Background: an optimization exercise with open tools, aiming at small area and a short achievable clock period. Do not read the settings as production practice.
No functional check of the RTL was part of any run shown here.
Power figures rest on the tool's default switching activity, not on a simulated workload.

## run.sh

```bash
#!/bin/bash
# synth_recipe.tcl (not shown) runs the flow's synth.tcl, then flattens the netlist and writes it again
# the make line also repeats each setting of config.mk as NAME=value (left out here)
make -C /OpenROAD-flow-scripts/flow DESIGN_CONFIG=/design/flow/config.mk WORK_HOME=/design/flow/orfs CLKGATE_MAP_FILE= SYNTH_SCRIPT=/design/flow/synth_recipe.tcl finish
```

## config.mk

```make
export PLATFORM = sky130hd
export DESIGN_NAME = FSA
export DESIGN_NICKNAME = FSA
export VERILOG_FILES = /design/flow/design.v
export SDC_FILE = /design/flow/constraint.sdc
export NUM_CORES = 4
export LEC_CHECK = 0
export CAP_MARGIN = 20
export CORE_MARGIN = 2
export CORE_UTILIZATION = 40
export SLEW_MARGIN = 20
export SYNTH_HIERARCHICAL = 1
```

## constraint.sdc

```tcl
create_clock -name core_clock -period 10.0 [get_ports {clk}]
set_input_delay 2.0000 -clock core_clock [delete_from_list [all_inputs] [get_ports {clk}]]
set_output_delay 2.0000 -clock core_clock [all_outputs]
set_load 0.01 [all_outputs]
```

## design.v

```verilog
module FSA(clk, rst, Multiplicand, Multiplier, Result);
  input clk, rst;
  input [11:0] Multiplicand;
  input [11:0] Multiplier;
  output reg [23:0] Result;
  wire pp1;
  wire pp2;
  wire pp3;
  wire pp4;
  wire pp5;
  wire pp6;
  wire pp7;
  wire pp8;
  wire pp9;
  wire pp10;
  wire pp11;
  wire pp12;
  wire pp13;
  wire pp14;
  wire pp15;
  wire pp16;
  wire pp17;
  wire pp18;
  wire pp19;
  wire pp20;
  wire pp21;
  wire pp22;
  wire pp23;
  wire pp24;
  wire pp25;
  wire pp26;
  wire pp27;
  wire pp28;
  wire pp29;
  wire pp30;
  wire pp31;
  wire pp32;
  wire pp33;
  wire pp34;
  wire pp35;
  wire pp36;
  wire pp37;
  wire pp38;
  wire pp39;
  wire pp40;
  wire pp41;
  wire pp42;
  wire pp43;
  wire pp44;
  wire pp45;
  wire pp46;
  wire pp47;
  wire pp48;
  wire pp49;
  wire pp50;
  wire pp51;
  wire pp52;
  wire pp53;
  wire pp54;
  wire pp55;
  wire pp56;
  wire pp57;
  wire pp58;
  wire pp59;
  wire pp60;
  wire pp61;
  wire pp62;
  wire pp63;
  wire pp64;
  wire pp65;
  wire pp66;
  wire pp67;
  wire pp68;
  wire pp69;
  wire pp70;
  wire pp71;
  wire pp72;
  wire pp73;
  wire pp74;
  wire pp75;
  wire pp76;
  wire pp77;
  wire pp78;
  wire pp79;
  wire pp80;
  wire pp81;
  wire pp82;
  wire pp83;
  wire pp84;
  wire pp85;
  wire pp86;
  wire pp87;
  wire pp88;
  wire pp89;
  wire pp90;
  wire pp91;
  wire pp92;
  wire pp93;
  wire pp94;
  wire pp95;
  wire pp96;
  wire pp97;
  wire pp98;
  wire pp99;
  wire pp100;
  wire pp101;
  wire pp102;
  wire pp103;
  wire pp104;
  wire pp105;
  wire pp106;
  wire pp107;
  wire pp108;
  wire pp109;
  wire pp110;
  wire pp111;
  wire pp112;
  wire pp113;
  wire pp114;
  wire pp115;
  wire pp116;
  wire pp117;
  wire pp118;
  wire pp119;
  wire pp120;
  wire pp121;
  wire pp122;
  wire pp123;
  wire pp124;
  wire pp125;
  wire pp126;
  wire pp127;
  wire pp128;
  wire pp129;
  wire pp130;
  wire pp131;
  wire pp132;
  wire pp133;
  wire pp134;
  wire pp135;
  wire pp136;
  wire pp137;
  wire pp138;
  wire pp139;
  wire pp140;
  wire pp141;
  wire pp142;
  wire pp143;
  wire pp144;
  wire s145;
  wire c146;
  wire s147;
  wire c148;
  wire s149;
  wire c150;
  wire s151;
  wire c152;
  wire s153;
  wire c154;
  wire s155;
  wire c156;
  wire s157;
  wire c158;
  wire s159;
  wire c160;
  wire s161;
  wire c162;
  wire s163;
  wire c164;
  wire s165;
  wire c166;
  wire s167;
  wire c168;
  wire s169;
  wire c170;
  wire s171;
  wire c172;
  wire s173;
  wire c174;
  wire s175;
  wire c176;
  wire s177;
  wire c178;
  wire s179;
  wire c180;
  wire s181;
  wire c182;
  wire s183;
  wire c184;
  wire s185;
  wire c186;
  wire s187;
  wire c188;
  wire s189;
  wire c190;
  wire s191;
  wire c192;
  wire s193;
  wire c194;
  wire s195;
  wire c196;
  wire s197;
  wire c198;
  wire s199;
  wire c200;
  wire s201;
  wire c202;
  wire s203;
  wire c204;
  wire s205;
  wire c206;
  wire s207;
  wire c208;
  wire s209;
  wire c210;
  wire s211;
  wire c212;
  wire s213;
  wire c214;
  wire s215;
  wire c216;
  wire s217;
  wire c218;
  wire s219;
  wire c220;
  wire s221;
  wire c222;
  wire s223;
  wire c224;
  wire s225;
  wire c226;
  wire s227;
  wire c228;
  wire s229;
  wire c230;
  wire s231;
  wire c232;
  wire s233;
  wire c234;
  wire s235;
  wire c236;
  wire s237;
  wire c238;
  wire s239;
  wire c240;
  wire s241;
  wire c242;
  wire s243;
  wire c244;
  wire s245;
  wire c246;
  wire s247;
  wire c248;
  wire s249;
  wire c250;
  wire s251;
  wire c252;
  wire s253;
  wire c254;
  wire n255;
  wire n256;
  wire s257;
  wire c258;
  wire s259;
  wire c260;
  wire s261;
  wire c262;
  wire s263;
  wire c264;
  wire n265;
  wire s266;
  wire c267;
  wire s268;
  wire c269;
  wire s270;
  wire c271;
  wire s272;
  wire c273;
  wire s274;
  wire c275;
  wire s276;
  wire c277;
  wire s278;
  wire c279;
  wire s280;
  wire c281;
  wire s282;
  wire c283;
  wire n284;
  wire s285;
  wire c286;
  wire s287;
  wire c288;
  wire s289;
  wire c290;
  wire s291;
  wire c292;
  wire s293;
  wire c294;
  wire s295;
  wire c296;
  wire s297;
  wire c298;
  wire s299;
  wire c300;
  wire s301;
  wire c302;
  wire s303;
  wire c304;
  wire s305;
  wire c306;
  wire s307;
  wire c308;
  wire s309;
  wire c310;
  wire s311;
  wire c312;
  wire s313;
  wire c314;
  wire s315;
  wire c316;
  wire s317;
  wire c318;
  wire s319;
  wire c320;
  wire s321;
  wire c322;
  wire s323;
  wire c324;
  wire s325;
  wire c326;
  wire s327;
  wire c328;
  wire s329;
  wire c330;
  wire s331;
  wire c332;
  wire s333;
  wire c334;
  wire s335;
  wire c336;
  wire s337;
  wire c338;
  wire s339;
  wire c340;
  wire s341;
  wire c342;
  wire s343;
  wire c344;
  wire s345;
  wire c346;
  wire s347;
  wire c348;
  wire s349;
  wire c350;
  wire s351;
  wire c352;
  wire s353;
  wire c354;
  wire s355;
  wire c356;
  wire s357;
  wire c358;
  wire s359;
  wire c360;
  wire s361;
  wire c362;
  wire s363;
  wire c364;
  wire s365;
  wire c366;
  wire s367;
  wire c368;
  wire g369;
  wire p370;
  wire g371;
  wire p372;
  wire g373;
  wire p374;
  wire g375;
  wire p376;
  wire g377;
  wire p378;
  wire g379;
  wire p380;
  wire g381;
  wire p382;
  wire g383;
  wire p384;
  wire g385;
  wire p386;
  wire g387;
  wire p388;
  wire g389;
  wire p390;
  wire g391;
  wire p392;
  wire g393;
  wire p394;
  wire g395;
  wire p396;
  wire g397;
  wire p398;
  wire g399;
  wire p400;
  wire g401;
  wire p402;
  wire g403;
  wire p404;
  wire g405;
  wire p406;
  wire g407;
  wire p408;
  wire g409;
  wire p410;
  wire g411;
  wire p412;
  wire g413;
  wire p414;
  wire G415;
  wire P416;
  wire G417;
  wire P418;
  wire G419;
  wire P420;
  wire G421;
  wire P422;
  wire G423;
  wire P424;
  wire G425;
  wire P426;
  wire G427;
  wire P428;
  wire G429;
  wire P430;
  wire G431;
  wire P432;
  wire G433;
  wire P434;
  wire G435;
  wire P436;
  wire G437;
  wire P438;
  wire G439;
  wire P440;
  wire G441;
  wire P442;
  wire G443;
  wire P444;
  wire G445;
  wire P446;
  wire G447;
  wire P448;
  wire G449;
  wire P450;
  wire G451;
  wire P452;
  wire G453;
  wire P454;
  wire G455;
  wire P456;
  wire G457;
  wire P458;
  wire G459;
  wire P460;
  wire G461;
  wire P462;
  wire G463;
  wire P464;
  wire G465;
  wire P466;
  wire G467;
  wire P468;
  wire G469;
  wire P470;
  wire G471;
  wire P472;
  wire G473;
  wire P474;
  wire G475;
  wire P476;
  wire G477;
  wire P478;
  wire G479;
  wire P480;
  wire G481;
  wire P482;
  wire G483;
  wire P484;
  wire G485;
  wire P486;
  wire G487;
  wire P488;
  wire G489;
  wire P490;
  wire G491;
  wire P492;
  wire G493;
  wire P494;
  wire G495;
  wire P496;
  wire G497;
  wire P498;
  wire G499;
  wire P500;
  wire G501;
  wire P502;
  wire G503;
  wire P504;
  wire G505;
  wire P506;
  wire G507;
  wire P508;
  wire G509;
  wire P510;
  wire fs511;
  wire fs512;
  wire fs513;
  wire fs514;
  wire fs515;
  wire fs516;
  wire fs517;
  wire fs518;
  wire fs519;
  wire fs520;
  wire fs521;
  wire fs522;
  wire fs523;
  wire fs524;
  wire fs525;
  wire fs526;
  wire fs527;
  wire fs528;
  wire fs529;
  wire fs530;
  wire fs531;
  wire fs532;
  wire fs533;
  assign pp1 = Multiplicand[0] & Multiplier[0];
  assign pp2 = Multiplicand[0] & Multiplier[1];
  assign pp3 = Multiplicand[0] & Multiplier[2];
  assign pp4 = Multiplicand[0] & Multiplier[3];
  assign pp5 = Multiplicand[0] & Multiplier[4];
  assign pp6 = Multiplicand[0] & Multiplier[5];
  assign pp7 = Multiplicand[0] & Multiplier[6];
  assign pp8 = Multiplicand[0] & Multiplier[7];
  assign pp9 = Multiplicand[0] & Multiplier[8];
  assign pp10 = Multiplicand[0] & Multiplier[9];
  assign pp11 = Multiplicand[0] & Multiplier[10];
  assign pp12 = ~(Multiplicand[0] & Multiplier[11]);
  assign pp13 = Multiplicand[1] & Multiplier[0];
  assign pp14 = Multiplicand[1] & Multiplier[1];
  assign pp15 = Multiplicand[1] & Multiplier[2];
  assign pp16 = Multiplicand[1] & Multiplier[3];
  assign pp17 = Multiplicand[1] & Multiplier[4];
  assign pp18 = Multiplicand[1] & Multiplier[5];
  assign pp19 = Multiplicand[1] & Multiplier[6];
  assign pp20 = Multiplicand[1] & Multiplier[7];
  assign pp21 = Multiplicand[1] & Multiplier[8];
  assign pp22 = Multiplicand[1] & Multiplier[9];
  assign pp23 = Multiplicand[1] & Multiplier[10];
  assign pp24 = ~(Multiplicand[1] & Multiplier[11]);
  assign pp25 = Multiplicand[2] & Multiplier[0];
  assign pp26 = Multiplicand[2] & Multiplier[1];
  assign pp27 = Multiplicand[2] & Multiplier[2];
  assign pp28 = Multiplicand[2] & Multiplier[3];
  assign pp29 = Multiplicand[2] & Multiplier[4];
  assign pp30 = Multiplicand[2] & Multiplier[5];
  assign pp31 = Multiplicand[2] & Multiplier[6];
  assign pp32 = Multiplicand[2] & Multiplier[7];
  assign pp33 = Multiplicand[2] & Multiplier[8];
  assign pp34 = Multiplicand[2] & Multiplier[9];
  assign pp35 = Multiplicand[2] & Multiplier[10];
  assign pp36 = ~(Multiplicand[2] & Multiplier[11]);
  assign pp37 = Multiplicand[3] & Multiplier[0];
  assign pp38 = Multiplicand[3] & Multiplier[1];
  assign pp39 = Multiplicand[3] & Multiplier[2];
  assign pp40 = Multiplicand[3] & Multiplier[3];
  assign pp41 = Multiplicand[3] & Multiplier[4];
  assign pp42 = Multiplicand[3] & Multiplier[5];
  assign pp43 = Multiplicand[3] & Multiplier[6];
  assign pp44 = Multiplicand[3] & Multiplier[7];
  assign pp45 = Multiplicand[3] & Multiplier[8];
  assign pp46 = Multiplicand[3] & Multiplier[9];
  assign pp47 = Multiplicand[3] & Multiplier[10];
  assign pp48 = ~(Multiplicand[3] & Multiplier[11]);
  assign pp49 = Multiplicand[4] & Multiplier[0];
  assign pp50 = Multiplicand[4] & Multiplier[1];
  assign pp51 = Multiplicand[4] & Multiplier[2];
  assign pp52 = Multiplicand[4] & Multiplier[3];
  assign pp53 = Multiplicand[4] & Multiplier[4];
  assign pp54 = Multiplicand[4] & Multiplier[5];
  assign pp55 = Multiplicand[4] & Multiplier[6];
  assign pp56 = Multiplicand[4] & Multiplier[7];
  assign pp57 = Multiplicand[4] & Multiplier[8];
  assign pp58 = Multiplicand[4] & Multiplier[9];
  assign pp59 = Multiplicand[4] & Multiplier[10];
  assign pp60 = ~(Multiplicand[4] & Multiplier[11]);
  assign pp61 = Multiplicand[5] & Multiplier[0];
  assign pp62 = Multiplicand[5] & Multiplier[1];
  assign pp63 = Multiplicand[5] & Multiplier[2];
  assign pp64 = Multiplicand[5] & Multiplier[3];
  assign pp65 = Multiplicand[5] & Multiplier[4];
  assign pp66 = Multiplicand[5] & Multiplier[5];
  assign pp67 = Multiplicand[5] & Multiplier[6];
  assign pp68 = Multiplicand[5] & Multiplier[7];
  assign pp69 = Multiplicand[5] & Multiplier[8];
  assign pp70 = Multiplicand[5] & Multiplier[9];
  assign pp71 = Multiplicand[5] & Multiplier[10];
  assign pp72 = ~(Multiplicand[5] & Multiplier[11]);
  assign pp73 = Multiplicand[6] & Multiplier[0];
  assign pp74 = Multiplicand[6] & Multiplier[1];
  assign pp75 = Multiplicand[6] & Multiplier[2];
  assign pp76 = Multiplicand[6] & Multiplier[3];
  assign pp77 = Multiplicand[6] & Multiplier[4];
  assign pp78 = Multiplicand[6] & Multiplier[5];
  assign pp79 = Multiplicand[6] & Multiplier[6];
  assign pp80 = Multiplicand[6] & Multiplier[7];
  assign pp81 = Multiplicand[6] & Multiplier[8];
  assign pp82 = Multiplicand[6] & Multiplier[9];
  assign pp83 = Multiplicand[6] & Multiplier[10];
  assign pp84 = ~(Multiplicand[6] & Multiplier[11]);
  assign pp85 = Multiplicand[7] & Multiplier[0];
  assign pp86 = Multiplicand[7] & Multiplier[1];
  assign pp87 = Multiplicand[7] & Multiplier[2];
  assign pp88 = Multiplicand[7] & Multiplier[3];
  assign pp89 = Multiplicand[7] & Multiplier[4];
  assign pp90 = Multiplicand[7] & Multiplier[5];
  assign pp91 = Multiplicand[7] & Multiplier[6];
  assign pp92 = Multiplicand[7] & Multiplier[7];
  assign pp93 = Multiplicand[7] & Multiplier[8];
  assign pp94 = Multiplicand[7] & Multiplier[9];
  assign pp95 = Multiplicand[7] & Multiplier[10];
  assign pp96 = ~(Multiplicand[7] & Multiplier[11]);
  assign pp97 = Multiplicand[8] & Multiplier[0];
  assign pp98 = Multiplicand[8] & Multiplier[1];
  assign pp99 = Multiplicand[8] & Multiplier[2];
  assign pp100 = Multiplicand[8] & Multiplier[3];
  assign pp101 = Multiplicand[8] & Multiplier[4];
  assign pp102 = Multiplicand[8] & Multiplier[5];
  assign pp103 = Multiplicand[8] & Multiplier[6];
  assign pp104 = Multiplicand[8] & Multiplier[7];
  assign pp105 = Multiplicand[8] & Multiplier[8];
  assign pp106 = Multiplicand[8] & Multiplier[9];
  assign pp107 = Multiplicand[8] & Multiplier[10];
  assign pp108 = ~(Multiplicand[8] & Multiplier[11]);
  assign pp109 = Multiplicand[9] & Multiplier[0];
  assign pp110 = Multiplicand[9] & Multiplier[1];
  assign pp111 = Multiplicand[9] & Multiplier[2];
  assign pp112 = Multiplicand[9] & Multiplier[3];
  assign pp113 = Multiplicand[9] & Multiplier[4];
  assign pp114 = Multiplicand[9] & Multiplier[5];
  assign pp115 = Multiplicand[9] & Multiplier[6];
  assign pp116 = Multiplicand[9] & Multiplier[7];
  assign pp117 = Multiplicand[9] & Multiplier[8];
  assign pp118 = Multiplicand[9] & Multiplier[9];
  assign pp119 = Multiplicand[9] & Multiplier[10];
  assign pp120 = ~(Multiplicand[9] & Multiplier[11]);
  assign pp121 = Multiplicand[10] & Multiplier[0];
  assign pp122 = Multiplicand[10] & Multiplier[1];
  assign pp123 = Multiplicand[10] & Multiplier[2];
  assign pp124 = Multiplicand[10] & Multiplier[3];
  assign pp125 = Multiplicand[10] & Multiplier[4];
  assign pp126 = Multiplicand[10] & Multiplier[5];
  assign pp127 = Multiplicand[10] & Multiplier[6];
  assign pp128 = Multiplicand[10] & Multiplier[7];
  assign pp129 = Multiplicand[10] & Multiplier[8];
  assign pp130 = Multiplicand[10] & Multiplier[9];
  assign pp131 = Multiplicand[10] & Multiplier[10];
  assign pp132 = ~(Multiplicand[10] & Multiplier[11]);
  assign pp133 = ~(Multiplicand[11] & Multiplier[0]);
  assign pp134 = ~(Multiplicand[11] & Multiplier[1]);
  assign pp135 = ~(Multiplicand[11] & Multiplier[2]);
  assign pp136 = ~(Multiplicand[11] & Multiplier[3]);
  assign pp137 = ~(Multiplicand[11] & Multiplier[4]);
  assign pp138 = ~(Multiplicand[11] & Multiplier[5]);
  assign pp139 = ~(Multiplicand[11] & Multiplier[6]);
  assign pp140 = ~(Multiplicand[11] & Multiplier[7]);
  assign pp141 = ~(Multiplicand[11] & Multiplier[8]);
  assign pp142 = ~(Multiplicand[11] & Multiplier[9]);
  assign pp143 = ~(Multiplicand[11] & Multiplier[10]);
  assign pp144 = Multiplicand[11] & Multiplier[11];
  HA us145 (.a(pp3), .b(pp14), .s(s145), .co(c146));
  FA us147 (.a(pp4), .b(pp15), .c(pp26), .s(s147), .co(c148));
  HA us149 (.a(pp37), .b(c146), .s(s149), .co(c150));
  FA us151 (.a(pp5), .b(pp16), .c(pp27), .s(s151), .co(c152));
  FA us153 (.a(pp38), .b(pp49), .c(c148), .s(s153), .co(c154));
  HA us155 (.a(c150), .b(s151), .s(s155), .co(c156));
  FA us157 (.a(pp6), .b(pp17), .c(pp28), .s(s157), .co(c158));
  FA us159 (.a(pp39), .b(pp50), .c(pp61), .s(s159), .co(c160));
  FA us161 (.a(c152), .b(s157), .c(s159), .s(s161), .co(c162));
  HA us163 (.a(c156), .b(c154), .s(s163), .co(c164));
  FA us165 (.a(pp7), .b(pp18), .c(pp29), .s(s165), .co(c166));
  FA us167 (.a(pp40), .b(pp51), .c(pp62), .s(s167), .co(c168));
  FA us169 (.a(pp73), .b(c158), .c(c160), .s(s169), .co(c170));
  FA us171 (.a(s165), .b(s167), .c(c162), .s(s171), .co(c172));
  HA us173 (.a(s169), .b(c164), .s(s173), .co(c174));
  FA us175 (.a(pp8), .b(pp19), .c(pp30), .s(s175), .co(c176));
  FA us177 (.a(pp41), .b(pp52), .c(pp63), .s(s177), .co(c178));
  FA us179 (.a(pp74), .b(pp85), .c(c166), .s(s179), .co(c180));
  FA us181 (.a(c168), .b(s175), .c(s177), .s(s181), .co(c182));
  FA us183 (.a(c170), .b(s179), .c(s181), .s(s183), .co(c184));
  HA us185 (.a(c174), .b(c172), .s(s185), .co(c186));
  FA us187 (.a(pp9), .b(pp20), .c(pp31), .s(s187), .co(c188));
  FA us189 (.a(pp42), .b(pp53), .c(pp64), .s(s189), .co(c190));
  FA us191 (.a(pp75), .b(pp86), .c(pp97), .s(s191), .co(c192));
  FA us193 (.a(c176), .b(c178), .c(s187), .s(s193), .co(c194));
  FA us195 (.a(s189), .b(s191), .c(c180), .s(s195), .co(c196));
  FA us197 (.a(c182), .b(s193), .c(s195), .s(s197), .co(c198));
  HA us199 (.a(c184), .b(c186), .s(s199), .co(c200));
  FA us201 (.a(pp10), .b(pp21), .c(pp32), .s(s201), .co(c202));
  FA us203 (.a(pp43), .b(pp54), .c(pp65), .s(s203), .co(c204));
  FA us205 (.a(pp76), .b(pp87), .c(pp98), .s(s205), .co(c206));
  FA us207 (.a(pp109), .b(c188), .c(c190), .s(s207), .co(c208));
  FA us209 (.a(c192), .b(s201), .c(s203), .s(s209), .co(c210));
  FA us211 (.a(s205), .b(c194), .c(s207), .s(s211), .co(c212));
  FA us213 (.a(s209), .b(c196), .c(s211), .s(s213), .co(c214));
  HA us215 (.a(c200), .b(c198), .s(s215), .co(c216));
  FA us217 (.a(pp11), .b(pp22), .c(pp33), .s(s217), .co(c218));
  FA us219 (.a(pp44), .b(pp55), .c(pp66), .s(s219), .co(c220));
  FA us221 (.a(pp77), .b(pp88), .c(pp99), .s(s221), .co(c222));
  FA us223 (.a(pp110), .b(pp121), .c(c202), .s(s223), .co(c224));
  FA us225 (.a(c204), .b(c206), .c(s217), .s(s225), .co(c226));
  FA us227 (.a(s219), .b(s221), .c(c208), .s(s227), .co(c228));
  FA us229 (.a(c210), .b(s223), .c(s225), .s(s229), .co(c230));
  FA us231 (.a(c212), .b(s227), .c(s229), .s(s231), .co(c232));
  HA us233 (.a(c214), .b(s231), .s(s233), .co(c234));
  FA us235 (.a(pp12), .b(pp23), .c(pp34), .s(s235), .co(c236));
  FA us237 (.a(pp45), .b(pp56), .c(pp67), .s(s237), .co(c238));
  FA us239 (.a(pp78), .b(pp89), .c(pp100), .s(s239), .co(c240));
  FA us241 (.a(pp111), .b(pp122), .c(pp133), .s(s241), .co(c242));
  FA us243 (.a(c218), .b(c220), .c(c222), .s(s243), .co(c244));
  FA us245 (.a(s235), .b(s237), .c(s239), .s(s245), .co(c246));
  FA us247 (.a(s241), .b(c224), .c(c226), .s(s247), .co(c248));
  FA us249 (.a(s243), .b(s245), .c(c228), .s(s249), .co(c250));
  FA us251 (.a(s247), .b(c230), .c(s249), .s(s251), .co(c252));
  HA us253 (.a(c232), .b(c234), .s(s253), .co(c254));
  assign n255 = ~pp24;
  assign n256 = ~pp35;
  HA us257 (.a(n255), .b(n256), .s(s257), .co(c258));
  FA us259 (.a(pp46), .b(pp57), .c(pp68), .s(s259), .co(c260));
  FA us261 (.a(pp79), .b(pp90), .c(pp101), .s(s261), .co(c262));
  FA us263 (.a(pp112), .b(pp123), .c(pp134), .s(s263), .co(c264));
  assign n265 = ~s257;
  FA us266 (.a(n265), .b(c236), .c(c238), .s(s266), .co(c267));
  FA us268 (.a(c240), .b(c242), .c(s259), .s(s268), .co(c269));
  FA us270 (.a(s261), .b(s263), .c(c244), .s(s270), .co(c271));
  FA us272 (.a(c246), .b(s266), .c(s268), .s(s272), .co(c273));
  FA us274 (.a(c248), .b(s270), .c(s272), .s(s274), .co(c275));
  FA us276 (.a(c250), .b(s274), .c(c252), .s(s276), .co(c277));
  FA us278 (.a(pp36), .b(pp47), .c(pp58), .s(s278), .co(c279));
  FA us280 (.a(pp69), .b(pp80), .c(pp91), .s(s280), .co(c281));
  FA us282 (.a(pp102), .b(pp113), .c(pp124), .s(s282), .co(c283));
  assign n284 = ~c258;
  FA us285 (.a(pp135), .b(n284), .c(c260), .s(s285), .co(c286));
  FA us287 (.a(c262), .b(c264), .c(s278), .s(s287), .co(c288));
  FA us289 (.a(s280), .b(s282), .c(c267), .s(s289), .co(c290));
  FA us291 (.a(c269), .b(s285), .c(s287), .s(s291), .co(c292));
  FA us293 (.a(c271), .b(s289), .c(c273), .s(s293), .co(c294));
  FA us295 (.a(s291), .b(c275), .c(s293), .s(s295), .co(c296));
  FA us297 (.a(pp48), .b(pp59), .c(pp70), .s(s297), .co(c298));
  FA us299 (.a(pp81), .b(pp92), .c(pp103), .s(s299), .co(c300));
  FA us301 (.a(pp114), .b(pp125), .c(pp136), .s(s301), .co(c302));
  FA us303 (.a(c279), .b(c281), .c(c283), .s(s303), .co(c304));
  FA us305 (.a(s297), .b(s299), .c(s301), .s(s305), .co(c306));
  FA us307 (.a(c286), .b(c288), .c(s303), .s(s307), .co(c308));
  FA us309 (.a(s305), .b(c290), .c(s307), .s(s309), .co(c310));
  FA us311 (.a(c292), .b(c294), .c(s309), .s(s311), .co(c312));
  FA us313 (.a(pp60), .b(pp71), .c(pp82), .s(s313), .co(c314));
  FA us315 (.a(pp93), .b(pp104), .c(pp115), .s(s315), .co(c316));
  FA us317 (.a(pp126), .b(pp137), .c(c298), .s(s317), .co(c318));
  FA us319 (.a(c300), .b(c302), .c(s313), .s(s319), .co(c320));
  FA us321 (.a(s315), .b(c304), .c(c306), .s(s321), .co(c322));
  FA us323 (.a(s317), .b(s319), .c(c308), .s(s323), .co(c324));
  FA us325 (.a(s321), .b(s323), .c(c310), .s(s325), .co(c326));
  FA us327 (.a(pp72), .b(pp83), .c(pp94), .s(s327), .co(c328));
  FA us329 (.a(pp105), .b(pp116), .c(pp127), .s(s329), .co(c330));
  FA us331 (.a(pp138), .b(c314), .c(c316), .s(s331), .co(c332));
  FA us333 (.a(s327), .b(s329), .c(c318), .s(s333), .co(c334));
  FA us335 (.a(c320), .b(s331), .c(c322), .s(s335), .co(c336));
  FA us337 (.a(s333), .b(c324), .c(s335), .s(s337), .co(c338));
  FA us339 (.a(pp84), .b(pp95), .c(pp106), .s(s339), .co(c340));
  FA us341 (.a(pp117), .b(pp128), .c(pp139), .s(s341), .co(c342));
  FA us343 (.a(c328), .b(c330), .c(s339), .s(s343), .co(c344));
  FA us345 (.a(s341), .b(c332), .c(s343), .s(s345), .co(c346));
  FA us347 (.a(c334), .b(s345), .c(c336), .s(s347), .co(c348));
  FA us349 (.a(pp96), .b(pp107), .c(pp118), .s(s349), .co(c350));
  FA us351 (.a(pp129), .b(pp140), .c(c340), .s(s351), .co(c352));
  FA us353 (.a(c342), .b(s349), .c(c344), .s(s353), .co(c354));
  FA us355 (.a(s351), .b(s353), .c(c346), .s(s355), .co(c356));
  FA us357 (.a(pp108), .b(pp119), .c(pp130), .s(s357), .co(c358));
  FA us359 (.a(pp141), .b(c350), .c(s357), .s(s359), .co(c360));
  FA us361 (.a(c352), .b(s359), .c(c354), .s(s361), .co(c362));
  FA us363 (.a(pp120), .b(pp131), .c(pp142), .s(s363), .co(c364));
  FA us365 (.a(c358), .b(s363), .c(c360), .s(s365), .co(c366));
  FA us367 (.a(pp132), .b(pp143), .c(c364), .s(s367), .co(c368));
  assign g369 = pp2 & pp13;
  assign p370 = pp2 ^ pp13;
  assign g371 = pp25 & s145;
  assign p372 = pp25 ^ s145;
  assign g373 = s147 & s149;
  assign p374 = s147 ^ s149;
  assign g375 = s155 & s153;
  assign p376 = s155 ^ s153;
  assign g377 = s161 & s163;
  assign p378 = s161 ^ s163;
  assign g379 = s173 & s171;
  assign p380 = s173 ^ s171;
  assign g381 = s183 & s185;
  assign p382 = s183 ^ s185;
  assign g383 = s199 & s197;
  assign p384 = s199 ^ s197;
  assign g385 = s213 & s215;
  assign p386 = s213 ^ s215;
  assign g387 = c216 & s233;
  assign p388 = c216 ^ s233;
  assign g389 = s251 & s253;
  assign p390 = s251 ^ s253;
  assign g391 = c254 & s276;
  assign p392 = c254 ^ s276;
  assign g393 = s295 & c277;
  assign p394 = s295 ^ c277;
  assign g395 = c296 & s311;
  assign p396 = c296 ^ s311;
  assign g397 = c312 & s325;
  assign p398 = c312 ^ s325;
  assign g399 = c326 & s337;
  assign p400 = c326 ^ s337;
  assign g401 = c338 & s347;
  assign p402 = c338 ^ s347;
  assign g403 = s355 & c348;
  assign p404 = s355 ^ c348;
  assign g405 = s361 & c356;
  assign p406 = s361 ^ c356;
  assign g407 = s365 & c362;
  assign p408 = s365 ^ c362;
  assign g409 = s367 & c366;
  assign p410 = s367 ^ c366;
  assign g411 = pp144 & c368;
  assign p412 = pp144 ^ c368;
  assign g413 = 1'b1 & 1'b0;
  assign p414 = 1'b1 ^ 1'b0;
  assign G415 = g371 | (p372 & g369);
  assign P416 = p372 & p370;
  assign G417 = g375 | (p376 & g373);
  assign P418 = p376 & p374;
  assign G419 = g379 | (p380 & g377);
  assign P420 = p380 & p378;
  assign G421 = g383 | (p384 & g381);
  assign P422 = p384 & p382;
  assign G423 = g387 | (p388 & g385);
  assign P424 = p388 & p386;
  assign G425 = g391 | (p392 & g389);
  assign P426 = p392 & p390;
  assign G427 = g395 | (p396 & g393);
  assign P428 = p396 & p394;
  assign G429 = g399 | (p400 & g397);
  assign P430 = p400 & p398;
  assign G431 = g403 | (p404 & g401);
  assign P432 = p404 & p402;
  assign G433 = g407 | (p408 & g405);
  assign P434 = p408 & p406;
  assign G435 = g411 | (p412 & g409);
  assign P436 = p412 & p410;
  assign G437 = g373 | (p374 & G415);
  assign P438 = p374 & P416;
  assign G439 = G417 | (P418 & G415);
  assign P440 = P418 & P416;
  assign G441 = g381 | (p382 & G419);
  assign P442 = p382 & P420;
  assign G443 = G421 | (P422 & G419);
  assign P444 = P422 & P420;
  assign G445 = g389 | (p390 & G423);
  assign P446 = p390 & P424;
  assign G447 = G425 | (P426 & G423);
  assign P448 = P426 & P424;
  assign G449 = g397 | (p398 & G427);
  assign P450 = p398 & P428;
  assign G451 = G429 | (P430 & G427);
  assign P452 = P430 & P428;
  assign G453 = g405 | (p406 & G431);
  assign P454 = p406 & P432;
  assign G455 = G433 | (P434 & G431);
  assign P456 = P434 & P432;
  assign G457 = g413 | (p414 & G435);
  assign P458 = p414 & P436;
  assign G459 = g377 | (p378 & G439);
  assign P460 = p378 & P440;
  assign G461 = G419 | (P420 & G439);
  assign P462 = P420 & P440;
  assign G463 = G441 | (P442 & G439);
  assign P464 = P442 & P440;
  assign G465 = G443 | (P444 & G439);
  assign P466 = P444 & P440;
  assign G467 = g393 | (p394 & G447);
  assign P468 = p394 & P448;
  assign G469 = G427 | (P428 & G447);
  assign P470 = P428 & P448;
  assign G471 = G449 | (P450 & G447);
  assign P472 = P450 & P448;
  assign G473 = G451 | (P452 & G447);
  assign P474 = P452 & P448;
  assign G475 = g409 | (p410 & G455);
  assign P476 = p410 & P456;
  assign G477 = G435 | (P436 & G455);
  assign P478 = P436 & P456;
  assign G479 = G457 | (P458 & G455);
  assign P480 = P458 & P456;
  assign G481 = g385 | (p386 & G465);
  assign P482 = p386 & P466;
  assign G483 = G423 | (P424 & G465);
  assign P484 = P424 & P466;
  assign G485 = G445 | (P446 & G465);
  assign P486 = P446 & P466;
  assign G487 = G447 | (P448 & G465);
  assign P488 = P448 & P466;
  assign G489 = G467 | (P468 & G465);
  assign P490 = P468 & P466;
  assign G491 = G469 | (P470 & G465);
  assign P492 = P470 & P466;
  assign G493 = G471 | (P472 & G465);
  assign P494 = P472 & P466;
  assign G495 = G473 | (P474 & G465);
  assign P496 = P474 & P466;
  assign G497 = g401 | (p402 & G495);
  assign P498 = p402 & P496;
  assign G499 = G431 | (P432 & G495);
  assign P500 = P432 & P496;
  assign G501 = G453 | (P454 & G495);
  assign P502 = P454 & P496;
  assign G503 = G455 | (P456 & G495);
  assign P504 = P456 & P496;
  assign G505 = G475 | (P476 & G495);
  assign P506 = P476 & P496;
  assign G507 = G477 | (P478 & G495);
  assign P508 = P478 & P496;
  assign G509 = G479 | (P480 & G495);
  assign P510 = P480 & P496;
  assign fs511 = p370;
  assign fs512 = p372 ^ g369;
  assign fs513 = p374 ^ G415;
  assign fs514 = p376 ^ G437;
  assign fs515 = p378 ^ G439;
  assign fs516 = p380 ^ G459;
  assign fs517 = p382 ^ G461;
  assign fs518 = p384 ^ G463;
  assign fs519 = p386 ^ G465;
  assign fs520 = p388 ^ G481;
  assign fs521 = p390 ^ G483;
  assign fs522 = p392 ^ G485;
  assign fs523 = p394 ^ G487;
  assign fs524 = p396 ^ G489;
  assign fs525 = p398 ^ G491;
  assign fs526 = p400 ^ G493;
  assign fs527 = p402 ^ G495;
  assign fs528 = p404 ^ G497;
  assign fs529 = p406 ^ G499;
  assign fs530 = p408 ^ G501;
  assign fs531 = p410 ^ G503;
  assign fs532 = p412 ^ G505;
  assign fs533 = p414 ^ G507;
  wire [23:0] prod = {fs533, fs532, fs531, fs530, fs529, fs528, fs527, fs526, fs525, fs524, fs523, fs522, fs521, fs520, fs519, fs518, fs517, fs516, fs515, fs514, fs513, fs512, fs511, pp1};
  always @(posedge clk) begin
    if (rst)
      Result <= 24'd0;
    else
      Result <= prod;
  end
endmodule
module FA(a, b, c, s, co);
  input a, b, c;
  output s, co;
  assign s = a ^ b ^ c;
  assign co = (a & b) | (a & c) | (b & c);
endmodule
module HA(a, b, s, co);
  input a, b;
  output s, co;
  assign s = a ^ b;
  assign co = a & b;
endmodule
module IHA(an, bn, sn, con);
  input an, bn;
  output sn, con;
  assign sn = ~(an ^ bn);
  assign con = an | bn;
endmodule
```

==> reports/results.ini, run 1 <==
[status]
status = finished clean

[drt]
drc_errors = 0
vias = 3157
drt_iter0_markers = 95
routed_via_density = 5.19
postRouteAntennaNets = 0
dr.pass1.iters = 4
wl_um = 10400
drt-wirelength-per-cell_um = 17.1

[global_routing]
grtUsageMet3_pct = 2.13
grt_pass1_wl_um = 18000
grt_use_met2_pct = 34.0
grt_antenna_before_repair = 0
grt_busiest_layer = met2
grt_max_degree = 29
grt_pass1_vias = 3590
gr-total-overflow = 0
grt_use_met1_pct = 23.2
grtUsageTotal_pct = 18.2

[clock_tree]
cts_buffers = 3
postCtsHoldBufs = 0
cts_resized = 0
cts_max_level = 1
clockBufferDepth = 2
cts_tree = done
cts.sinks = 24
clk_pin_slew_ns = 0.06
cts-root-buf = clkbuf_16
postCtsSetupBuffers = 0

[worst_setup_path]
arrival_ns = 7.26
crit_required_ns = 10.17
crit_type = in -> reg
cp_common_cell = fa_1
startpoint = Multiplier[7]
path_cells = clkdlybuf4s50_1, and2_1, fa_1, fa_1, fa_1, fa_1, fa_1, fa_1, ha_1, a21o_1, a311oi_2, o31ai_4, a21oi_1, fa_1, nor2_1
slowest_delay_ns = 0.71
cpMaxStageDelayCell = clkdlybuf4s50_1
cp_max_fo = 12
startpoint_type = input port
critPathCaptureType = flop

[floorplan]
die_h_um = 111
core_um2 = 11300
die_w_um = 111
rows = 39
start_util_pct = 40.6
io_pins = 50
die-area_um2 = 12400

[final_layout]
mostFrequentLayoutCells = 122 x and2_1, 104 x fa_1, 49 x clkdlybuf4s50_1
synthToLayoutAreaGrowth_pct = 14.5
final_util_pct = 46.6
largest_reg_flops = 24
regMostFlops = Result
post_route_cells_drive_above_1_share_pct = 2.37
antennaDiodeCount = 0
reg_top3 = Result: 24 flops
fillers = 1094
final_common_cell = and2_1
fin_cells = 608
final_nets = 628

[logic_synthesis]
yosys_most_used_dff = dfxtp_1
syn_inst = 440
netlist_top_cells_area = fa_1 45%, and2_1 17%, dfxtp_1 10%
avgSynthCellArea_um2 = 10.5
ys_warn_count = 7
yosysTopAreaCellShare_pct = 45.3
syn-num-nets = 602
yosysUniqueCellTypes = 41
ys_seq_elements = 24
ys_seq_area_share_pct = 10.4
synth_area_leader_cell = fa_1
async_flop_share_pct = 0
syn_area_um2 = 4600
synth_edf_count = 0

[power_and_ir_drop]
totalPowerFinal_mw = 1.43
cellPowerDensity_nw_per_um2 = 272
p_leak_nw = 2.24
peakVddDrop_v = 0.000213

[sta]
worst_slew_pin_slew_ns = 0.959
max-slew-margin-rel_pct = 35.9
fin_setup_tns_ns = 0
fmax_ghz = 0.141
final.min_clock_period_ns = 7.09
whs_ns = 2.62
rsz0062_at_grt = no
final_hold_viol_count = 0
setup_violations = 0
drv_slew = 0
finalCritPeriodShare_pct = 70.9

[worst_hold_path]
hold_path_class = in -> reg
worstHoldStart = Multiplicand[0]

[placement]
gp_congestion = 0.868
port_buffers = 49
place_hpwl_um = 8760
place_inst = 604

[job]
maxCapViolCount = 0

==> synth_stat cells (2+ instances only) <==
cell and number:
a211oi_1 2, a21o_1 5, a21oi_1 10, a311oi_1 2, a31oi_1 2, and2_1 122, clkbuf_1 27, dfxtp_1 24
fa_1 104, ha_1 32, inv_1 10, nand2_1 28, nand3_1 4, nor2_1 21, nor2b_1 6, nor3b_1 3
o21ai_0 2, o21ai_1 3, xnor2_1 9, xor2_1 3
==> per-module statistics from Yosys, one instance, submodules excluded <==
module | cells | copies in the design
FSA | 330 | 1
FA | 1 | 99
HA | 1 | 11
==> logic make-up after synthesis <==
| logic type | share of synthesized area (%) |
|---|---|
| AND/OR/NAND/NOR | 23.3 |
| adder cells (fa/ha/maj) | 54.0 |
| AO/OA/AOI/OAI | 6.39 |
| buffers and inverters | 3.10 |
| flip-flops | 10.4 |
| XOR/XNOR | 2.28 |
| multiplexers | 0.544 |
==> critical path: cells and delay by family <==
kind,cells,cell delay (ns)
AOI/OAI and AO/OA,4,0.87
adders and majority gates,8,3.28
buffers and inverters,1,0.71
and+or+nand+nor,2,0.41
==> cell type report <==
class / count / area, um2 / area share [%]
multi-input cells: 378 / 3980 / 75.5
repair buffers: 49 / 490 / 9.31
flip-flops and latches: 24 / 480 / 9.12
well taps: 143 / 179 / 3.40
clock buffers: 3 / 75.1 / 1.42
inverters: 10 / 37.5 / 0.712
clock inverters: 1 / 30.0 / 0.570
==> power by group <==
part,internal (mW),switching (mW)
Clock,0.0795,0.0324
Combinational,0.554,0.620
Sequential,0.138,0.00877
Total,0.771,0.661
==> per-stage QoR <==
stage	instance area (um2)	worst slack (ns)
floorplan	4600	3.50
global placement	5160	2.72
detailed placement	5160	2.67
CTS	5270	2.91
global route	5270	2.70
finish	5270	2.91
==> per-layer routing <==
metal	part of all wire [%]	routed length, um
met5	0	0
met4	1.2	121
met3	3.2	335
met2	53	5520
met1	43	4440
==> path summary, 6_finish.rpt <==
check | to | depth (start not counted)
min | Result[0] | 3
max | Result[17] | 15
==> run 2, diff against run 1 <==
--- a/config.mk
+++ b/config.mk
@@ -8,5 +8,6 @@
 export CAP_MARGIN = 20
 export CORE_MARGIN = 2
 export CORE_UTILIZATION = 40
+export SETUP_SLACK_MARGIN = 3
 export SLEW_MARGIN = 20
 export SYNTH_HIERARCHICAL = 1
==> reports/results.ini, run 2 <==
[status]
status = finished clean

[power_and_ir_drop]
power_frac_seq_pct = 10.2
peakVddDrop_v = 0.000214
cellPowerDensity_nw_per_um2 = 270
clock_power_share_pct = 7.8
p_switching_mw = 0.662
p_leak_nw = 2.40
p_comb_share_pct = 82.0
switching_share_pct = 46.2
power.internal_mw = 0.772

[final_layout]
synthToLayoutAreaGrowth_pct = 15.3
fillers = 1090
largest_reg_flops = 24
final_nets = 628
final_common_cell = and2_1
fin_cells = 608
stdcell_area_um2 = 5310
reg_top3 = Result: 24 flops
regMostFlops = Result
post_route_cells_drive_above_1_share_pct = 2.80
final_util_pct = 46.9
antennaDiodeCount = 0
mostFrequentLayoutCells = 122 x and2_1, 104 x fa_1, 32 x ha_1

[logic_synthesis]
async_flop_share_pct = 0
yosysMostFrequentCell = and2_1
synth_area_leader_cell = fa_1
ys_warn_count = 7
synth_edf_count = 0
yosysUniqueCellTypes = 41
ys_seq_area_share_pct = 10.4
yosysTopAreaCellShare_pct = 45.3
yosys_most_used_dff = dfxtp_1
yosys-top-cells-count = 122 x and2_1, 104 x fa_1, 32 x ha_1
netlist_top_cells_area = fa_1 45%, and2_1 17%, dfxtp_1 10%
syn_inst = 440
avgSynthCellArea_um2 = 10.5
ys_seq_elements = 24
syn_area_um2 = 4600
syn-num-nets = 602

[placement]
place_hpwl_um = 8760
place_inst = 604
pre_cts_slack_ns = 2.67
placed_area_um2 = 5160
port_buffers = 49
gp_congestion = 0.868

[clock_tree]
cts.sinks = 24
cts_max_level = 1
cts_buffers = 3
postCtsSetupBuffers = 0
cts_tree = done
clockBufferDepth = 2
clk_pin_slew_ns = 0.06
cts-root-buf = clkbuf_16

[worst_setup_path]
cpMaxStageDelayCell = fa_1
crit_family = adder cells
critPathCaptureType = flop
startpoint = Multiplicand[2]
cp.depth = 15
crit_required_ns = 10.17
crit_end = Result[17]
cp_common_cell = fa_1
cp_max_fo = 12
crit_type = in -> reg
path_cells = clkdlybuf4s15_1, and2_1, fa_1, fa_1, fa_1, fa_1, fa_1, fa_1, ha_1, a21o_1, a311oi_2, o31ai_4, a21oi_1, fa_1, nor2_1
slowest_delay_ns = 0.47
startpoint_type = input port
path_buf_inv = 1
arrival_ns = 6.90

[sta]
fin_setup_tns_ns = 0
final_hold_viol_count = 0
finalCritPeriodShare_pct = 67.3
max-slew-margin-rel_pct = 35.6
fmax_ghz = 0.149
drv_slew = 0
worst_slew_pin_slew_ns = 0.963
rsz0062_at_grt = no
setup_ws_ns = 3.28
final.min_clock_period_ns = 6.73
setup_violations = 0

[floorplan]
core_um2 = 11300
die_h_um = 111
io_pins = 50
die_w_um = 111
start_util_pct = 40.6
rows = 39
die-area_um2 = 12400

[drt]
vias = 3149
drt_iter0_markers = 98
drt-wirelength-per-cell_um = 17.2
routed_via_density = 5.18
dr.pass1.iters = 4
drc_errors = 0
postRouteAntennaNets = 0
wl_um = 10500

[global_routing]
grt_max_degree = 29
grt_antenna_before_repair = 0
grt_pass1_vias = 3590
gr-total-overflow = 0
grtUsageTotal_pct = 18.2
grt_pass1_wl_um = 18000

[job]
maxCapViolCount = 0

[worst_hold_path]
hold_path_class = in -> reg

run 2: cell types whose count changed in the layout (fill, tap and decap cells not counted), sizes merged:
cell           delta
clkbuf            +1
clkdlybuf4s15     +1
clkdlybuf4s50    -24
dlygate4sd2       +5
dlymetal6s2s     +17
run 2: what timing repair did:
action,in CTS,in global routing
gates cloned,0,0
setup endpoints to repair,4,9
pin swaps,0,0
gates resized for setup,7,21
hold buffers,0,0
run 2: logic make-up after synthesis:
family,after synthesis,share of synthesized area [%]
buf+inv,38,3.10
simple gates,190,23.3
fa+ha+maj,136,54.0
compound gates,38,6.39
mux,2,0.544
xor+xnor,12,2.28
flops,24,10.4
run 2: layout make-up:
cell class                 instances  area, um2  area share [%]
clock inverter                     1       30.0           0.566
multi-input combinational        378       3980            75.0
timing repair buffer              49        522            9.83
clock buffer                       3       75.1            1.42
tap                              143        179            3.37
inverter                          10       37.5           0.708
sequential                        24        480            9.06
run 2: modules after synthesis (local to each module, per instance):
module | copies in the design | flops+latches | cells | area [um2]
FSA | 1 | 24 | 330 | 2480
FA | 99 | 0 | 1 | 20.0
HA | 11 | 0 | 1 | 12.5
run 2: metrics by stage:
stage                     total power, mW  hold WS, ns
final                                1.43         2.22
after global routing                 1.61         2.27
after CTS                            1.46         2.64
after detailed placement             1.34         2.74
after global placement               1.32         2.74
after floorplan                      1.05         2.28
run 2: worst min-delay path by stage:
stage,startpoint,depth (start not counted),slack (ns),end
after floorplan,Multiplier[0],3,2.28,Result[0]
after global placement,Result[19],1,2.74,Result[19]
after detailed placement,Result[6],1,2.74,Result[6]
after CTS,Multiplicand[0],3,2.64,Result[0]
after global routing,Multiplicand[0],3,2.27,Result[0]
final,Multiplicand[0],3,2.22,Result[0]
run 2: metal layers:
layer  vias up  part of all wire (%)  GRT usage [%]
li1       1442                     -              -
met1      1628                    42           23.2
met2        71                    53           34.0
met3         8                   3.4           2.13
met4         0                   1.2           2.47
met5         -                     0              0
run 2: power by group through the flow:
stage	Combinational (mW)	Sequential [mW]	Clock (mW)
after global placement	1.18	0.149	0
final	1.18	0.147	0.112
after global routing	1.34	0.150	0.118
after CTS	1.19	0.148	0.114
after detailed placement	1.19	0.150	0
after floorplan	0.887	0.166	0
==> run 3, diff against run 2 <==
--- a/config.mk
+++ b/config.mk
@@ -8,6 +8,6 @@
 export CAP_MARGIN = 20
 export CORE_MARGIN = 2
 export CORE_UTILIZATION = 40
-export SETUP_SLACK_MARGIN = 3
+export SETUP_SLACK_MARGIN = 4.5
 export SLEW_MARGIN = 20
 export SYNTH_HIERARCHICAL = 1
==> reports/results.ini, run 3 <==
[sta]
rsz0062_at_grt = yes
drv_slew = 0
whs_ns = 2.02
finalCritPeriodShare_pct = 61.3
setup_violations = 0
final_hold_viol_count = 0
final.min_clock_period_ns = 6.13
fin_setup_tns_ns = 0
worst_slew_pin_slew_ns = 0.952
max-slew-margin-rel_pct = 36.3
fmax_ghz = 0.163

[logic_synthesis]
yosys-top-cells-count = 122 x and2_1, 104 x fa_1, 32 x ha_1
yosysMostFrequentCell = and2_1
avgSynthCellArea_um2 = 10.5
async_flop_share_pct = 0
ys_seq_area_share_pct = 10.4
syn-num-nets = 602
ys_seq_elements = 24
syn_inst = 440
synth_edf_count = 0
yosysTopAreaCellShare_pct = 45.3
syn_area_um2 = 4600
netlist_top_cells_area = fa_1 45%, and2_1 17%, dfxtp_1 10%
ys_warn_count = 7
yosysUniqueCellTypes = 41
yosys_most_used_dff = dfxtp_1
synth_area_leader_cell = fa_1

[global_routing]
grt_pass1_vias = 3748
grt_pass1_wl_um = 19300
grt_max_degree = 29
grtUsageTotal_pct = 19.7
gr-total-overflow = 0
grt_antenna_before_repair = 0

[floorplan]
io_pins = 50
die_h_um = 111
start_util_pct = 40.6
die_w_um = 111
rows = 39
die-area_um2 = 12400
core_um2 = 11300

[drt]
postRouteAntennaNets = 0
dr.pass1.iters = 4
drt_iter0_markers = 97
drc_errors = 0
drt-wirelength-per-cell_um = 18.4
routed_via_density = 5.21
wl_um = 11500
vias = 3265

[power_and_ir_drop]
p_leak_nw = 2.44
peakVddDrop_v = 0.000230
totalPowerFinal_mw = 2.06
cellPowerDensity_nw_per_um2 = 349

[final_layout]
post_route_cells_drive_above_1_share_pct = 27.3
final_common_cell = and2_1
regMostFlops = Result
stdcell_area_um2 = 5890
largest_reg_flops = 24
antennaDiodeCount = 0
reg_top3 = Result: 24 flops
synthToLayoutAreaGrowth_pct = 28.1
mostFrequentLayoutCells = 102 x and2_1, 79 x fa_1, 27 x nand2_1
final_nets = 648

[worst_setup_path]
startpoint_type = input port
crit_type = in -> reg
crit_required_ns = 10.17
critPathCaptureType = flop
cp_max_fo = 5
arrival_ns = 6.31

[clock_tree]
postCtsHoldBufs = 0
clk_pin_slew_ns = 0.06
clockBufferDepth = 2
cts_max_level = 1
cts_buffers = 3
cts.sinks = 24
cts_tree = done
cts-root-buf = clkbuf_16

[job]
maxCapViolCount = 0

[placement]
place_hpwl_um = 8840
gp_congestion = 0.858
placed_area_um2 = 5290
port_buffers = 49

[worst_hold_path]
hold_path_class = in -> reg

[status]
status = finished clean

-- run 3: cell families (layout without fill, tap and decap cells) --
group | after synthesis | after routing | share of synthesized area (%)
AO/OA/AOI/OAI | 38 | 38 | 6.39
XOR/XNOR | 12 | 12 | 2.28
adder cells (fa/ha/maj) | 136 | 136 | 54.0
buffers and inverters | 38 | 82 | 3.10
flip-flops | 24 | 24 | 10.4
multiplexers | 2 | 2 | 0.544
AND/OR/NAND/NOR | 190 | 190 | 23.3
-- run 3: final timing paths --
kind	start	to	slack (ns)	cells past startpoint
min	Multiplicand[0]	Result[0]	2.02	3
max	Multiplier[4]	Result[17]	3.87	15
-- run 3: repair_timing --
action / in CTS / in global routing
setup buffers: 8 / 11
gates resized for setup: 179 / 59
cloned: 0 / 1
pin swaps: 26 / 28
endpoints found under the setup margin: 15 / 15
-- run 3: per-stage QoR --
stage,std cells,setup WS [ns],utilization [%]
after floorplan,440,3.73,-
after global placement,604,2.85,46.7
after detailed placement,604,2.84,46.7
after CTS,615,3.80,49.0
after global routing,627,3.73,52.0
final,627,3.87,52.0
-- run 3: routing by layer --
layer,vias to the layer above,wire length (um),global-route usage (%)
li1,1484,-,-
met1,1714,4650,24.3
met2,57,6460,38.1
met3,10,280,1.86
met4,0,125,2.39
met5,-,0,0
-- run 3: critical path: stages --
cell	delay, ns
buf_12	0.11
buf_6	0.11
and2_4	0.13
fa_2	0.55
fa_2	0.45
fa_1	0.51
fa_2	0.36
fa_1	0.56
ha_4	0.22
a21o_1	0.20
a311oi_4	0.30
o31ai_4	0.13
a21oi_2	0.15
fa_2	0.44
nor2_1	0.10
-- run 3: final cells by class --
type / instances / area, um2
clock buffers: 3 / 75.1
fillers: 1034 / 5430
inverters: 10 / 37.5
multi-input cells: 378 / 4410
flip-flops and latches: 24 / 480
well taps: 143 / 179
repair buffers: 69 / 706
-- run 3: report_power, final --
group          internal (mW)  leakage (nW)  total (mW)  switching, mW
Combinational          0.945          2.21        1.83          0.882
Sequential             0.138         0.200       0.147        0.00873
Clock                 0.0528        0.0370      0.0833         0.0305
-- run 3: modules after synthesis (local to each module, per instance) --
module  cell area [um2]  flip-flops and latches
FSA                2480                      24
FA                 20.0                       0
HA                 12.5                       0

separate check: timing with driven ports:
How much do the figures lean on ideal ports? The routed layouts below were timed once more, with nothing changed but the port constraints. Step 1, drivers: a clkbuf_16 drives clk and a buf_2 each remaining input, both assumed. Step 2 adds t to the input delays and takes it off the output delays; t is the mean of the earliest and latest rising clock arrival at the registers after step 1. Input paths then give back, and output paths get back, about the clock's delay inside the block. Slacks: ideal / step 1 / step 2; pairs: ideal / step 1.
run | t, ns | setup WS [ns] | worst slew at a driven data input, ns
run 1 | 0.284 | 2.909 / 2.914 / 2.630 | 0.04
run 2 | 0.284 | 3.275 / 3.280 / 2.996 | 0.04
run 3 | 0.282 | 3.866 / 3.834 / 3.551 | 0.11
After both steps every run listed still meets setup and hold. The setup slack of run 3, which loses most, moves by -0.032 ns with the drivers and by -0.315 ns with both steps.
